What follows belongs to an exercise in optimizing a design on an open flow for a short achievable clock period; a production flow would make more cautious choices.

==> 04-07: inputs <==
// new_component
module new_component (
		input  wire [7:0]  	s0_address,     
		input  wire        	s0_read,        
		output reg  [31:0] 	s0_readdata,    
		input  wire        	s0_write,       
		input  wire [31:0] 	s0_writedata,   
		input  wire        	clk,          	 
		input  wire        	reset,			 
		output wire	[7:0]		led				 
	);
	reg [31:0] count;
	reg [31:0] duty;
	reg [31:0] period;
	reg        wrap;	 
	reg        ceq;		 
	reg  [7:0] lx;		 
	reg        ly;
	reg        lz;
	reg  [2:0] ones;	 
	reg        pz;		 
	reg        dz;		 
	reg [31:0] pm1;		 
	reg [31:0] dm1;		 
	reg        fp;		 
	reg        fd;		 
	reg        nx;		 
	wire [31:0] wd  = s0_writedata;
	wire        hi0 = s0_address[7:2] == 6'd0;
	wire        wr0 = s0_write && hi0 && s0_address[1:0] == 2'd0;
	wire        wr1 = s0_write && hi0 && s0_address[1:0] == 2'd1;
	wire        wr2 = s0_write && hi0 && s0_address[1:0] == 2'd2;
	function [1:0] cmp16;
		input [15:0] a;
		input [15:0] b;
		reg   [15:0] g;
		reg   [15:0] l;
		integer      w;
		integer      i;
		begin
			g = a & ~b;
			l = ~a & b;
			for (w = 8; w >= 1; w = w / 2)
				for (i = 0; i < w; i = i + 1)
				begin
  ...
==> module new_component, before the edit <==
module new_component (
		input  wire [7:0]  	s0_address,     
		input  wire        	s0_read,        
		output reg  [31:0] 	s0_readdata,    
		input  wire        	s0_write,       
		input  wire [31:0] 	s0_writedata,   
		input  wire        	clk,          	 
		input  wire        	reset,			 
		output wire	[7:0]		led				 
	);
	reg [31:0] count;
	reg [31:0] duty;
	reg [31:0] period;
	reg        wrap;	 
	reg        ceq;		 
	reg  [7:0] lx;		 
	reg        ly;
	reg        lz;
	reg  [2:0] ones;	 
	reg        pz;		 
	reg        dz;		 
	reg [31:0] pm1;		 
	reg [31:0] dm1;		 
	reg        fp;		 
	reg        fd;		 
	reg        nx;		 
	wire [31:0] wd  = s0_writedata;
	wire        hi0 = s0_address[7:2] == 6'd0;
	wire        wr0 = s0_write && hi0 && s0_address[1:0] == 2'd0;
	wire        wr1 = s0_write && hi0 && s0_address[1:0] == 2'd1;
	wire        wr2 = s0_write && hi0 && s0_address[1:0] == 2'd2;
	function [1:0] cmp16;
		input [15:0] a;
		input [15:0] b;
		reg   [15:0] g;
		reg   [15:0] l;
		integer      w;
		integer      i;
		begin
			g = a & ~b;
			l = ~a & b;
			for (w = 8; w >= 1; w = w / 2)
				for (i = 0; i < w; i = i + 1)
				begin
					g[i] = g[2*i+1] | (~l[2*i+1] & g[2*i]);
					l[i] = l[2*i+1] | (~g[2*i+1] & l[2*i]);
				end
			cmp16 = {g[0], l[0]};
		end
	endfunction
	function inc_eq;
		input [31:0] a;
		input [31:0] b;
		reg   [31:0] e;
		reg   [31:0] m;
		reg   [31:0] o;
		integer      w;
		integer      i;
		begin
			e = ~(a ^ b);
			m = ~a & b;
			o = a & ~b;
			for (w = 16; w >= 1; w = w / 2)
				for (i = 0; i < w; i = i + 1)
				begin
					m[i] = (e[2*i+1] & m[2*i]) | (m[2*i+1] & o[2*i]);
					o[i] = o[2*i+1] & o[2*i];
					e[i] = e[2*i+1] & e[2*i];
				end
			inc_eq = m[0];
		end
	endfunction
	wire [1:0] wp_h = cmp16(wd[31:16], period[31:16]);
	wire [1:0] wp_l = cmp16(wd[15:0],  period[15:0]);
	wire [1:0] wd_h = cmp16(wd[31:16], duty[31:16]);
	wire [1:0] wd_l = cmp16(wd[15:0],  duty[15:0]);
	wire [1:0] cw_h = cmp16(count[31:16], wd[31:16]);
	wire [1:0] cw_l = cmp16(count[15:0],  wd[15:0]);
	wire wd_lt_p  = wp_h[0] | (~wp_h[1] & wp_l[0]);	 
	wire c_lt_wd  = cw_h[0] | (~cw_h[1] & cw_l[0]);	 
	wire wd_eq_d  = ~wd_h[1] & ~wd_h[0] & ~wd_l[1] & ~wd_l[0];
	wire c1_eq_wd = inc_eq(count, wd);			 
	wire c2_eq_wd = (count[0] == wd[0]) & inc_eq({1'b0, count[31:1]}, {1'b0, wd[31:1]});	 
	wire wd_zero  = wd == 32'd0;
	wire wd_one   = wd == 32'd1;
	wire c1_eq_p  = fp ? nx : (count == pm1);
	wire c1_eq_d  = fd ? nx : (count == dm1);
	wire [3:0]  cin = {&ones[2:0], &ones[1:0], ones[0], 1'b1};
	reg  [31:0] inc;
	reg  [3:0]  inc_ones;	 
	integer     k;
	always @*
	begin
		for (k = 0; k < 4; k = k + 1)
		begin
			inc[8*k +: 8] = count[8*k +: 8] + {7'd0, cin[k]};
			inc_ones[k]   = cin[k] ? (count[8*k +: 8] == 8'hfe) : (count[8*k +: 8] == 8'hff);
		end
	end
	wire [7:0] le = ~(lx | {8{ly & lz}});	 
	always @(posedge clk)
	begin
		case(s0_address)
			8'h00   : s0_readdata <= period;
			8'h01   : s0_readdata <= duty;
			8'h02   : s0_readdata <= count;
			default : s0_readdata <= 0;
		endcase
	end
	always @(posedge clk)
	begin
		pm1 <= period - 32'd1;
		dm1 <= duty - 32'd1;
		nx  <= wrap ? wd_one : c2_eq_wd;
	end
	always @(posedge clk)
	begin
		if(reset)
		begin
			duty   <= 0;
			period <= 0;
			pz     <= 1'b1;
			dz     <= 1'b1;
			fp     <= 1'b1;
			fd     <= 1'b1;
		end
		else
		begin
			if(wr0)
			begin
				period <= wd;
				pz     <= wd_zero;
			end
			if(wr1)
			begin
				duty   <= wd;
				dz     <= wd_zero;
			end
			fp <= wr0;
			fd <= wr1;
		end
	end
	always @(posedge clk)
	begin
		if(reset)
		begin
			count <= 0;
			ones  <= 3'b000;
			wrap  <= 1'b1;
			ceq   <= 1'b1;
			lx    <= 8'h00;
			ly    <= 1'b0;
			lz    <= 1'b0;
		end
		else
		begin
			if(wr2)
			begin
				count <= wd;
				ones  <= {wd[23:16] == 8'hff, wd[15:8] == 8'hff, wd[7:0] == 8'hff};
			end
			else if(wrap)
			begin
				count <= 0;
				ones  <= 3'b000;
			end
			else
			begin
				count <= inc;
				ones  <= inc_ones[2:0];
			end
			if(wr2)
				wrap <= ~wd_lt_p;
			else if(wr0)
				wrap <= wrap ? wd_zero : (~c_lt_wd | c1_eq_wd);
			else
				wrap <= wrap ? pz : c1_eq_p;
			if(wr2)
				ceq <= wd_eq_d;
			else if(wr1)
				ceq <= wrap ? wd_zero : c1_eq_wd;
			else
				ceq <= wrap ? dz : c1_eq_d;
			if(wr2)
			begin
				lx <= {8{wd_h[1]}};
				ly <= ~wd_h[1] & ~wd_h[0];
				lz <= wd_l[1];
			end
			else if(wr1)
			begin
				lx <= {8{~wrap & cw_h[1]}};
				ly <= ~wrap & ~cw_h[1] & ~cw_h[0];
				lz <= ~wrap & ~cw_l[0];
			end
			else
			begin
				lx <= ~({8{wrap}} | (le & {8{~ceq}}));
				ly <= 1'b0;
				lz <= 1'b0;
			end
		end
	end
	assign led = le;
endmodule
export LEC_CHECK = 0
export CAP_MARGIN = 20
export CORE_MARGIN = 2
export CORE_UTILIZATION = 40
export SETUP_SLACK_MARGIN = 1.6
export SLEW_MARGIN = 20
export TNS_END_PERCENT = 10
create_clock -name core_clock -period 3.2 [get_ports {clk}]
standard.sh (not shown) runs the stock make flow with config.mk's settings and CLKGATE_MAP_FILE= SYNTH_SCRIPT=/design/flow/synth_recipe.tcl, a recipe that flattens the netlist after the stock synthesis.
==> flow/flow/run.sh <==
#!/bin/bash
# Own flow: the standard layout (standard.sh), with
#  - the synthesis script swapped for flow/my_synth.tcl (standard synthesis, but no adder
#    extraction and a delay-oriented ABC mapping script, flow/abc.script);
#  - ports buffered with buf_4 instead of the smallest buffer, and repair allowed to change a
#    cell's footprint when it resizes.
set -euo pipefail
W=$PWD
export FLOW_SYNTH_TCL=$W/synth_recipe.tcl
export ABC_SCRIPT_OVERRIDE=$W/flow/abc.script
sed "s|SYNTH_SCRIPT=[^ ]*|SYNTH_SCRIPT=$W/flow/my_synth.tcl|" standard.sh > my_standard.sh
grep -q "SYNTH_SCRIPT=$W/flow/my_synth.tcl" my_standard.sh
bash my_standard.sh "BUFFER_PORTS_ARGS=-buffer_cell sky130_fd_sc_hd__buf_4" MATCH_CELL_FOOTPRINT=0 finish > $W/make_finish.log 2>&1
==> flow/flow/abc.script <==
strash
dch
map
buffer -c
topo
stime -c
upsize -c
dnsize -c
==> flow/flow/my_synth.tcl <==
# The standard synthesis (synth_recipe.tcl), with two changes to the mapping of the logic
# between the registers: Yosys's adder extraction is skipped, so ABC sees every gate, and the
# final ABC run uses the script in ABC_SCRIPT_OVERRIDE. Registers are mapped as in the
# standard synthesis.
proc extract_fa {args} { puts "extract_fa skipped" }
proc abc {args} {
  set i [lsearch -exact $args -script]
  if { $i >= 0 } { lset args [expr { $i + 1 }] $::env(ABC_SCRIPT_OVERRIDE) }
  yosys abc {*}$args
}
source $::env(FLOW_SYNTH_TCL)
==> inputs of 03-06, as changes to 04-07 <==
==> flow/design.v (replaced) <==
`timescale 1 ps / 1 ps
module new_component (
		input  wire [7:0]  	s0_address,     
		input  wire        	s0_read,        
		output reg  [31:0] 	s0_readdata,    
		input  wire        	s0_write,       
		input  wire [31:0] 	s0_writedata,   
		input  wire        	clk,          	 
		input  wire        	reset,			 
		output wire	[7:0]		led				 
	);
	reg [31:0] count;
	reg [31:0] duty;
	reg [31:0] period;
	reg        wrap;	 
	reg [31:0] pm1;		 
	reg        pz;		 
	reg  [2:0] ones;	 
	reg  [7:0] le;		 
	reg        ceq;		 
	reg [31:0] dm1;		 
	reg        dz;		 
	wire [31:0] wd  = s0_writedata;
	wire        hi0 = s0_address[7:2] == 6'd0;
	wire        wr0 = s0_write && hi0 && s0_address[1:0] == 2'd0;
	wire        wr1 = s0_write && hi0 && s0_address[1:0] == 2'd1;
	wire        wr2 = s0_write && hi0 && s0_address[1:0] == 2'd2;
	function [2:0] cmp;
		input [31:0] a;
		input [31:0] b;
		reg   [31:0] g;
		reg   [31:0] l;
		reg   [31:0] m;
		reg   [31:0] o;
		integer      w;
		integer      i;
		begin
			g = a & ~b;
			l = ~a & b;
			m = l;
			o = g;
			for (w = 16; w >= 1; w = w / 2)
				for (i = 0; i < w; i = i + 1)
				begin
					m[i] = (~g[2*i+1] & ~l[2*i+1] & m[2*i]) | (m[2*i+1] & o[2*i]);
					o[i] = o[2*i+1] & o[2*i];
					g[i] = g[2*i+1] | (~l[2*i+1] & g[2*i]);
					l[i] = l[2*i+1] | (~g[2*i+1] & l[2*i]);
				end
			cmp = {g[0], l[0], m[0]};
		end
	endfunction
	wire [2:0] c_wp = cmp(wd, period);
	wire [2:0] c_dw = cmp(duty, wd);
	wire [2:0] c_cw = cmp(count, wd);
	wire wd_lt_p  = c_wp[1];	 
	wire d_lt_wd  = c_dw[1];	 
	wire c_lt_wd  = c_cw[1];	 
	wire c1_eq_wd = c_cw[0];	 
	wire c1_eq_p  = count == pm1;	 
	wire wd_zero  = wd == 32'd0;
	wire p_zero   = pz;
	wire wd_eq_d  = ~c_dw[2] & ~c_dw[1];	 
	wire c1_eq_d  = count == dm1;	 
	wire [3:0]  cin = {&ones[2:0], &ones[1:0], ones[0], 1'b1};
	reg  [31:0] inc;
	reg  [3:0]  inc_ones;	 
	integer     k;
	always @*
	begin
		for (k = 0; k < 4; k = k + 1)
		begin
			inc[8*k +: 8] = count[8*k +: 8] + {7'd0, cin[k]};
			inc_ones[k]   = cin[k] ? (count[8*k +: 8] == 8'hfe) : (count[8*k +: 8] == 8'hff);
		end
	end
	always @(posedge clk)
	begin
		case(s0_address)
			8'h00   : s0_readdata <= period;
			8'h01   : s0_readdata <= duty;
			8'h02   : s0_readdata <= count;
			default : s0_readdata <= 0;
		endcase
	end
	always @(posedge clk)
	begin
		if(reset)
		begin
			duty   <= 0;
			period <= 0;
			pm1    <= 32'hffffffff;
			pz     <= 1'b1;
			dm1    <= 32'hffffffff;
			dz     <= 1'b1;
		end
		else
		begin
			if(wr0)
			begin
				period <= wd;
				pm1    <= wd - 32'd1;
				pz     <= wd_zero;
			end
			if(wr1)
			begin
				duty   <= wd;
				dm1    <= wd - 32'd1;
				dz     <= wd_zero;
			end
		end
	end
	always @(posedge clk)
	begin
		if(reset)
		begin
			count <= 0;
			ones  <= 3'b000;
			wrap  <= 1'b1;
			le    <= 8'hff;
			ceq   <= 1'b1;
		end
		else
		begin
			if(wr2)
			begin
				count <= wd;
				ones  <= {wd[23:16] == 8'hff, wd[15:8] == 8'hff, wd[7:0] == 8'hff};
			end
			else if(wrap)
			begin
				count <= 0;
				ones  <= 3'b000;
			end
			else
			begin
				count <= inc;
				ones  <= inc_ones[2:0];
			end
			if(wr2)
				wrap <= ~wd_lt_p;
			else if(wr0)
				wrap <= wrap ? wd_zero : (~c_lt_wd | c1_eq_wd);
			else
				wrap <= wrap ? p_zero : c1_eq_p;
			if(wr2)
				le <= {8{~d_lt_wd}};
			else if(wr1)
				le <= {8{wrap | c_lt_wd}};
			else
				le <= {8{wrap}} | (le & {8{~ceq}});
			if(wr2)
				ceq <= wd_eq_d;
			else if(wr1)
				ceq <= wrap ? wd_zero : c1_eq_wd;
			else
				ceq <= wrap ? dz : c1_eq_d;
		end
	end
	assign led = le;
endmodule
==> inputs of 01-23, as changes to 04-07 <==
==> flow/design.v (replaced) <==
`timescale 1 ps / 1 ps
module new_component (
		input  wire [7:0]  	s0_address,     
		input  wire        	s0_read,        
		output reg  [31:0] 	s0_readdata,    
		input  wire        	s0_write,       
		input  wire [31:0] 	s0_writedata,   
		input  wire        	clk,          	 
		input  wire        	reset,			 
		output wire	[7:0]		led				 
	);
	reg [31:0] count;
	reg [31:0] duty;
	reg [31:0] period;
	reg        wrap;	 
	reg        le;		 
	wire [31:0] wd  = s0_writedata;
	wire        hi0 = s0_address[7:2] == 6'd0;
	wire        wr0 = s0_write && hi0 && s0_address[1:0] == 2'd0;
	wire        wr1 = s0_write && hi0 && s0_address[1:0] == 2'd1;
	wire        wr2 = s0_write && hi0 && s0_address[1:0] == 2'd2;
	function [2:0] cmp;
		input [31:0] a;
		input [31:0] b;
		reg   [31:0] g;
		reg   [31:0] l;
		reg   [31:0] m;
		reg   [31:0] o;
		integer      w;
		integer      i;
		begin
			g = a & ~b;
			l = ~a & b;
			m = l;
			o = g;
			for (w = 16; w >= 1; w = w / 2)
				for (i = 0; i < w; i = i + 1)
				begin
					m[i] = (~g[2*i+1] & ~l[2*i+1] & m[2*i]) | (m[2*i+1] & o[2*i]);
					o[i] = o[2*i+1] & o[2*i];
					g[i] = g[2*i+1] | (~l[2*i+1] & g[2*i]);
					l[i] = l[2*i+1] | (~g[2*i+1] & l[2*i]);
				end
			cmp = {g[0], l[0], m[0]};
		end
	endfunction
	wire [2:0] c_wp = cmp(wd, period);
	wire [2:0] c_dw = cmp(duty, wd);
	wire [2:0] c_cw = cmp(count, wd);
	wire [2:0] c_cp = cmp(count, period);
	wire wd_lt_p  = c_wp[1];	 
	wire d_lt_wd  = c_dw[1];	 
	wire c_lt_wd  = c_cw[1];	 
	wire c1_eq_wd = c_cw[0];	 
	wire c1_eq_p  = c_cp[0];	 
	wire wd_zero  = wd == 32'd0;
	wire p_zero   = period == 32'd0;
	wire c_ne_d   = count != duty;
	always @(posedge clk)
	begin
		case(s0_address)
			8'h00   : s0_readdata <= period;
			8'h01   : s0_readdata <= duty;
			8'h02   : s0_readdata <= count;
			default : s0_readdata <= 0;
		endcase
	end
	always @(posedge clk)
	begin
		if(reset)
		begin
			duty   <= 0;
			period <= 0;
		end
		else
		begin
			if(wr0) period <= wd;
			if(wr1) duty   <= wd;
		end
	end
	always @(posedge clk)
	begin
		if(reset)
		begin
			count <= 0;
			wrap  <= 1'b1;
			le    <= 1'b1;
		end
		else
		begin
			if(wr2)
				count <= wd;
			else if(wrap)
				count <= 0;
			else
				count <= count + 32'd1;
			if(wr2)
				wrap <= ~wd_lt_p;
			else if(wr0)
				wrap <= wrap ? wd_zero : (~c_lt_wd | c1_eq_wd);
			else
				wrap <= wrap ? p_zero : c1_eq_p;
			if(wr2)
				le <= ~d_lt_wd;
			else if(wr1)
				le <= wrap | c_lt_wd;
			else
				le <= wrap | (le & c_ne_d);
		end
	end
	assign led = {8{le}};
endmodule
==> flow/run.sh (new file) <==
#!/bin/bash
# synth_recipe.tcl (not shown) runs the flow's synth.tcl, then flattens the netlist and writes it again
# the make line also repeats each setting of config.mk as NAME=value (left out here)
make -C /OpenROAD-flow-scripts/flow DESIGN_CONFIG=/design/flow/config.mk WORK_HOME=/design/flow/orfs CLKGATE_MAP_FILE= SYNTH_SCRIPT=/design/flow/synth_recipe.tcl finish
ABC_CLOCK_PERIOD_IN_PS = 1000   (was default)
SETUP_SLACK_MARGIN = 2.2   (was 1.6)
TNS_END_PERCENT = default   (was 10)
removed: flow/flow/run.sh
removed: flow/flow/abc.script
removed: flow/flow/my_synth.tcl
removed: flow/standard.sh
==> flow_summary.toml <==
[global_route]
grt_pass1_vias = 12100

[status]
status = "no timing/DRC/antenna violations"

[sta]
maxSlewHeadroom_pct = 36.7
worst_slack_ns = 1.10

[cells_and_area]
fill_cells = 2893
design.seq.count = 207
-- figures above: 03-06

==> flow_summary.toml <==
[status]
status = "no timing/DRC/antenna violations"

[cells_and_area]
fill_cells = 2775
design.seq.count = 212

[sta]
maxSlewHeadroom_pct = 52.6
worst_slack_ns = 1.14

[drt]
drc = 0

[global_route]
grt_pass1_vias = 12900
-- figures above: 04-07

==> flow_summary.toml <==
[status]
status = "no timing/DRC/antenna violations"

[sta]
worst_slack_ns = 0.607
maxSlewHeadroom_pct = 29.4

[global_route]
grt_pass1_vias = 11100

[yosys]
synth_top_family_by_area = "simple AND/OR/NAND/NOR gates"
-- figures above: 01-23

Function was not checked in any run of this note: the RTL went through the layout flow alone.

==> afterwards: timing with drivers on the ports <==
In the flow no input, the clock included, has a driving cell. The finished layouts below were timed again as built, in two steps. Step 1 sets driving cells, clkbuf_16 on the clock port and buf_2 on the other inputs (assumed; they add their load-dependent delay and slew). Step 2 moves the port delays by t, midway between the first and last clock arrival at a register: inputs arrive t later, outputs are due t later. That takes back most of the time a late clock gives input paths. Three values: ideal ports, drivers, drivers and shift; two values: the first two.
run	t, ns	setup slack, ns	worst slew at a driven data input, ns	cell pins on the clock port's net
04-07	0.583	1.140 / 1.140 / 0.590	0.04	1
03-06	0.585	1.102 / 1.102 / 0.593	0.07	1
01-23	0.485	0.607 / 0.607 / 0.243	0.09	1
After both steps setup and hold are still met in every run listed. For 04-07, which loses most, drivers alone change the setup slack by 0.000 ns; drivers and shift together by -0.550 ns.
